Background: an optimization exercise with open tools, aiming at small area and a short achievable clock period. Do not read the settings as production practice.
At most, simulation tests tie the RTL to the original design; equivalence was not proved.
No driver is modelled on the clock port, so clock power and skew are understated where the tree is cut down; a real chip needs a root buffer or a tree.
Power and IR drop assume default switching activity.

==> run a <==
==> flow/design.v (excerpt) <==
module FLP_adder_7(
    input  [31:0] A,
    input  [31:0] B,
    input         rst,
    input         clk,
    output [31:0] sum
);
==> module unpack, before the edit <==
module unpack(
    input [31:0] A,
    input [31:0] B,
    output sign_A,          
    output sign_B,
    output [7:0] exp_A,     
    output [7:0] exp_B,
    output [23:0] mant_A,   
    output [23:0] mant_B
);
    assign sign_A = A[31];
    assign sign_B = B[31];
    assign exp_A = A[30:23];
    assign exp_B = B[30:23];
    assign mant_A = {1'b1, A[22:0]};
    assign mant_B = {1'b1, B[22:0]};
endmodule
==> module alignment, before the edit <==
module alignment(
    input sign_A,
    input sign_B,
    input [7:0] exp_A,     
    input [7:0] exp_B,
    input [23:0] mant_A,   
    input [23:0] mant_B,
    output [24:0] mant_A_align,
    output [24:0] mant_B_align,
    output [7:0] exp_common,
    output round_bit
);
    wire [7:0] exp_diff = (exp_A > exp_B) ? (exp_A - exp_B) : (exp_B - exp_A);
    assign round_bit = (exp_A > exp_B) ? mant_B[exp_diff-1] : mant_A[exp_diff-1];
    wire [23:0] mant_A_shifted = (exp_A > exp_B) ? mant_A : (mant_A >> exp_diff);
    wire [23:0] mant_B_shifted = (exp_A > exp_B) ? (mant_B >> exp_diff) : mant_B;
    assign mant_A_align = (sign_A) ? -mant_A_shifted : mant_A_shifted;  
    assign mant_B_align = (sign_B) ? -mant_B_shifted : mant_B_shifted;
    assign exp_common = (exp_A > exp_B) ? exp_A : exp_B;
endmodule
==> module addition, before the edit <==
module addition(
    input sign_A,
    input sign_B,
    input [24:0] mant_A_align,
    input [24:0] mant_B_align,
    output [24:0] mant_sum
);
    assign mant_sum = mant_A_align + mant_B_align;
endmodule
==> module conversion, before the edit <==
module conversion(
    input [24:0] mant_sum,
    output [23:0] mant_conv,
    output sign_norm
);
    assign sign_norm = mant_sum[24];
    assign mant_conv = (mant_sum[24]) ? (-mant_sum[23:0]) : (mant_sum[23:0]);
endmodule
==> module normalization, before the edit <==
module normalization(
    input [23:0] mant_conv,
    input [7:0] exp_common,
    output reg [23:0] mant_norm,
    output reg [7:0] exp_norm
);
    always @(*) begin
        if (mant_conv[23] == 1) begin
            mant_norm = mant_conv;  
            exp_norm = exp_common;
        end else begin
            mant_norm = mant_conv << 1;
            exp_norm = exp_common - 1;
        end
    end
endmodule
==> module rounding, before the edit <==
module rounding(
    input [23:0] mant_norm,
    input round_bit,
    output [23:0] mant_rounded
);
    assign mant_rounded = (round_bit === 1) ? mant_norm + 1 : mant_norm;
endmodule
==> module packing, before the edit <==
module packing(
    input sign_norm,
    input [7:0] exp_norm,
    input [23:0] mant_rounded,
    output [31:0] sum
);
    assign sum = {sign_norm, exp_norm, mant_rounded[22:0]};
endmodule
==> module FLP_adder, before the edit <==
module FLP_adder(
    input [31:0] A,
    input [31:0] B,
    output [31:0] sum
);
    wire sign_A, sign_B;
    wire [7:0] exp_A, exp_B, exp_common, exp_norm;
    wire [23:0] mant_A, mant_B;
    wire [24:0] mant_A_align, mant_B_align;
    wire [24:0] mant_sum;
    wire [23:0] mant_conv, mant_rounded;
    wire round_bit, sign_norm;
    unpack unpackAB(
        .A(A), .B(B), .sign_A(sign_A), .sign_B(sign_B), .exp_A(exp_A), .exp_B(exp_B), .mant_A(mant_A), .mant_B(mant_B)
    );
    alignment alignAB(
        .sign_A(sign_A), .sign_B(sign_B), .exp_A(exp_A), .exp_B(exp_B), .mant_A(mant_A), .mant_B(mant_B),
        .mant_A_align(mant_A_align), .mant_B_align(mant_B_align), .exp_common(exp_common), .round_bit(round_bit)
    );
    addition addAB(
        .sign_A(sign_A), .sign_B(sign_B), .mant_A_align(mant_A_align), .mant_B_align(mant_B_align), .mant_sum(mant_sum)
    );
    conversion conv(
        .mant_sum(mant_sum), .mant_conv(mant_conv), .sign_norm(sign_norm)
    );
    wire [23:0] mant_norm;
    normalization normAB(
        .mant_conv(mant_conv), .exp_common(exp_common), .mant_norm(mant_norm), .exp_norm(exp_norm)
    );
    wire [23:0] mant_result = mant_norm;
    wire [7:0] exp_result = exp_norm;
    rounding roundAB(
        .mant_norm(mant_result), .round_bit(round_bit), .mant_rounded(mant_rounded)
    );
    packing packAB(
        .sign_norm(sign_norm), .exp_norm(exp_result), .mant_rounded(mant_rounded), .sum(sum)
    );
endmodule
clock: 5.0 ns
lec_check: 0
abc_area: 1
cap_margin: 20
core_margin: 2
core_utilization: 40
setup_slack_margin: 3.27
slew_margin: 20
tns_end_percent: 5
standard.sh (not shown) runs the stock make flow with config.mk's settings and CLKGATE_MAP_FILE= SYNTH_SCRIPT=/design/flow/synth_recipe.tcl, a recipe that flattens the netlist after the stock synthesis.
==> flow/flow/run.sh <==
#!/bin/bash
# Standard ORFS layout with smaller input-port buffers and a two-level
# clock tree (root buffers, leaf buffers) without dummy loads. Each tool's output goes to its own log under
# orfs/logs; make's output goes to make.log.
set -euo pipefail
here=$(pwd)
bash standard.sh \
  POST_GLOBAL_PLACE_TCL="$here/flow/inbuf.tcl" \
  POST_CTS_TCL="$here/flow/clk_tree.tcl" \
  CTS_ARGS="-sink_clustering_enable -repair_clock_nets -dont_use_dummy_load -sink_clustering_size 24 -sink_clustering_max_diameter 100" \
  finish > make.log 2>&1
Other scripts of this flow, unchanged in this note and not shown: flow/flow/clk_tree.tcl, flow/flow/inbuf.tcl
==> run b (differences from run a) <==
==> flow/design.v (replaced) <==
module pfx_add #(parameter W = 25, parameter L = 5) (
    input  [W-1:0] a,
    input  [W-1:0] b,
    input          cin,
    output [W-1:0] s,
    output         cout
);
    wire [W:0] g [0:L];
    wire [W:0] p [0:L];
    assign g[0] = {a & b, cin};
    assign p[0] = {a ^ b, 1'b0};
    genvar l, i;
    generate
        for (l = 0; l < L; l = l + 1) begin : lvl
            for (i = 0; i <= W; i = i + 1) begin : bt
                if ((i >> l) & 1) begin : comb
                    localparam integer J = ((i >> l) << l) - 1;
                    assign g[l+1][i] = g[l][i] | (p[l][i] & g[l][J]);
                    assign p[l+1][i] = p[l][i] & p[l][J];
                end else begin : pass
                    assign g[l+1][i] = g[l][i];
                    assign p[l+1][i] = p[l][i];
                end
            end
        end
    endgenerate
    assign s    = p[0][W:1] ^ g[L][W-1:0];
    assign cout = g[L][W];
endmodule
module pfx_carry #(parameter W = 25, parameter L = 5) (
    input  [W-1:0] g,
    input  [W-1:0] p,
    output [W-1:0] c
);
    wire [W-1:0] gg [0:L];
    wire [W-1:0] pp [0:L];
    assign gg[0] = g;
    assign pp[0] = p;
    genvar l, i;
    generate
        for (l = 0; l < L; l = l + 1) begin : lvl
            for (i = 0; i < W; i = i + 1) begin : bt
                if ((i >> l) & 1) begin : comb
                    localparam integer J = ((i >> l) << l) - 1;
                    assign gg[l+1][i] = gg[l][i] | (pp[l][i] & gg[l][J]);
                    assign pp[l+1][i] = pp[l][i] & pp[l][J];
                end else begin : pass
                    assign gg[l+1][i] = gg[l][i];
                    assign pp[l+1][i] = pp[l][i];
                end
            end
        end
    endgenerate
    assign c = {gg[L][W-2:0], 1'b0};
endmodule
module FLP_adder(
    input  [31:0] A,
    input  [31:0] B,
    output [31:0] sum
);
    wire        gt   = A[30:23] > B[30:23];
    wire [7:0]  d    = gt ? A[30:23] - B[30:23] : B[30:23] - A[30:23];
    wire [23:0] big  = gt ? {1'b1, A[22:0]} : {1'b1, B[22:0]};
    wire [23:0] sml  = gt ? {1'b1, B[22:0]} : {1'b1, A[22:0]};
    wire        sbig = gt ? A[31] : B[31];
    wire        sub  = A[31] ^ B[31];
    wire [7:0]  ec   = gt ? A[30:23] : B[30:23];
    wire [23:0] shd  = (d > 8'd23) ? 24'd0 : (sml >> d[4:0]);
    wire [24:0] X    = {1'b0, big} + ({1'b0, shd} ^ {25{sub}}) + {24'd0, sub};
    wire        nz   = |X[23:0];
    wire        sgn  = sbig ? (sub ? (~X[24] & nz) : ~(X[24] & nz)) : X[24];
    wire [23:0] C    = X[24] ? (24'd0 - X[23:0]) : X[23:0];
    wire [22:0] M    = C[23] ? C[22:0] : {C[21:0], 1'b0};
    wire [7:0]  e    = C[23] ? ec : ec - 8'd1;
    assign sum = {sgn, e, M};
endmodule
module FLP_adder_7(
    input  [31:0] A,
    input  [31:0] B,
    input         rst,
    input         clk,
    output [31:0] sum
);
    reg [31:0] a1, b1;
    reg        ge1, lt1;    
    always @(posedge clk) begin
        a1  <= A;
        b1  <= B;
        ge1 <= A[30:23] >= B[30:23];
        lt1 <= A[30:23] <  B[30:23];
    end
    wire [7:0] ebig = ge1 ? a1[30:23] : b1[30:23];
    wire [7:0] dab  = a1[30:23] - b1[30:23];
    wire [7:0] dba  = b1[30:23] - a1[30:23];
    wire [7:0] d    = ge1 ? dab : dba;
    wire [23:0] sml = lt1 ? {1'b1, a1[22:0]} : {1'b1, b1[22:0]};
    reg [22:0] big2;
    reg [23:0] sml2;
    reg [7:1]  d2;
    reg        sbig2, sub2;
    reg [7:0]  ec2;
    always @(posedge clk) begin
        big2  <= ge1 ? a1[22:0] : b1[22:0];
        sml2  <= sml >> d[0];
        d2    <= d[7:1];
        sbig2 <= ge1 ? a1[31] : b1[31];
        sub2  <= a1[31] ^ b1[31];
        ec2   <= ebig;
    end
    wire        z2  = (|d2[7:5]) | (d2[4] & d2[3]);
    wire [23:0] shd = z2 ? 24'd0 : (sml2 >> {d2[4:1], 1'b0});
    reg  [23:0] ax3, shd3;
    reg         sbig3, sub3;
    reg  [7:0]  ec3;
    always @(posedge clk) begin
        ax3   <= {~sub2, big2 ^ {23{sub2}}};
        shd3  <= shd;
        sbig3 <= sbig2;
        sub3  <= sub2;
        ec3   <= ec2;
    end
    wire [23:0] g3 = ax3 & shd3;
    wire [23:0] p3 = ax3 ^ shd3;
    wire [24:0] c;
    pfx_carry #(25) add (.g({1'b0, g3}), .p({sub3, p3}), .c(c));
    wire [24:0] X = {c[24], (p3 ^ {24{sub3}}) ^ c[23:0]};
    reg [24:0] X4;
    reg        sbig4, sub4;
    reg [7:0]  ec4;
    always @(posedge clk) begin
        X4    <= X;
        sbig4 <= sbig3;
        sub4  <= sub3;
        ec4   <= ec3;
    end
    wire [23:0] lo;       
    assign lo[0] = 1'b0;
    genvar i;
    generate
        for (i = 1; i < 24; i = i + 1) begin : orl
            assign lo[i] = |X4[i-1:0];
        end
    endgenerate
    wire        nz  = lo[23] | X4[23];
    wire        sgn = sbig4 ? (sub4 ? (~X4[24] & nz) : ~(X4[24] & nz)) : X4[24];
    wire [23:0] C   = X4[23:0] ^ (lo & {24{X4[24]}});
    reg        sgn5;
    reg [23:0] C5;
    reg        lz5;       
    reg [7:0]  ec5;
    always @(posedge clk) begin
        sgn5 <= sgn;
        C5   <= C;
        lz5  <= ~C[23];
        ec5  <= ec4;
    end
    wire [22:0] M = C5[23] ? C5[22:0] : {C5[21:0], 1'b0};
    wire [7:0]  e = lz5 ? ec5 - 8'd1 : ec5;
    reg [31:0] r6;
    always @(posedge clk) begin
        r6 <= {sgn5, e, M};
    end
    assign sum = r6;
endmodule
--- a/flow/config.mk
+++ b/flow/config.mk
@@ -8,7 +8,7 @@
 export ABC_AREA = 1
 export CAP_MARGIN = 20
 export CORE_MARGIN = 2
-export CORE_UTILIZATION = 40
+export CORE_UTILIZATION = 50
 export SETUP_SLACK_MARGIN = 3.27
 export SLEW_MARGIN = 20
 export TNS_END_PERCENT = 5
==> run notes <==
item                                                               run a       run b
Run status                                      timing/DRC/antenna clean  timing/DRC/antenna clean
Biggest fanout along the worst timing path                            27           1
Total power                                                    0.00577 W   0.00577 W
Internal Power                                                 0.00401 W   0.00402 W
Category of the critical setup timing path                       reg2reg     reg2out
Non-Filler Cell Area, Final                                   12100 um^2  12100 um^2
Minimum period implied by the final worst setup slack            1.76 ns     1.75 ns
Maximum number of pins on one net before global-route repair          50          51
Synthesized netlist net count                                       1361        1358
Count of distinct cell types in the synthesized netlist               40          45
Share of total power consumed by net switching                     30.5%       30.3%
Synthesized instance count                                          1246        1243
Initial antenna violation count                                        0           1
Share of post-route cells with drive strength above 1              8.71%       9.64%
PnR worst setup slack                                            3.24 ns     3.25 ns
Row count                                                             60          54
Avg Cell Area, Syn                                             8.82 um^2   8.84 um^2
Met2 track utilization from global routing                         20.3%       25.2%
Post-detail-place hpwl                                          14000 um    13900 um
Post-synthesis compound-gate area fraction                         9.91%       9.90%
Inverter count of the layout excluding clock inverters               149         148
Simple-gate share of the synthesized area                          16.0%       16.2%
The RTL of run a was laid out without a check of its function.

## port drivers added, routing unchanged
The flow's constraints put no driver on any port. The routed layouts listed below were extracted and timed again, unchanged, in two steps. Step 1 assumes that a clkbuf_16 drives the clock port and a buf_2 every other input. Step 2 adds t to the input delays and takes it off the output delays; t is the mean of the earliest and latest rising clock arrival at the registers after step 1. Input paths then give back, and output paths get back, about the clock's delay inside the block. Slacks: ideal / step 1 / step 2; pairs: ideal / step 1.
run | shift t [ns] | setup slack, ns | slew at the worst register clock pin (ns)
run a | 0.384 | 3.239 / 3.155 / 2.919 | 0.09 / 0.09
run b | 0.366 | 3.254 / 3.169 / 3.052 | 0.09 / 0.09
After both steps setup and hold are still met in every run listed. For run a, which loses most, drivers alone change the setup slack by -0.084 ns; drivers and shift together by -0.320 ns.
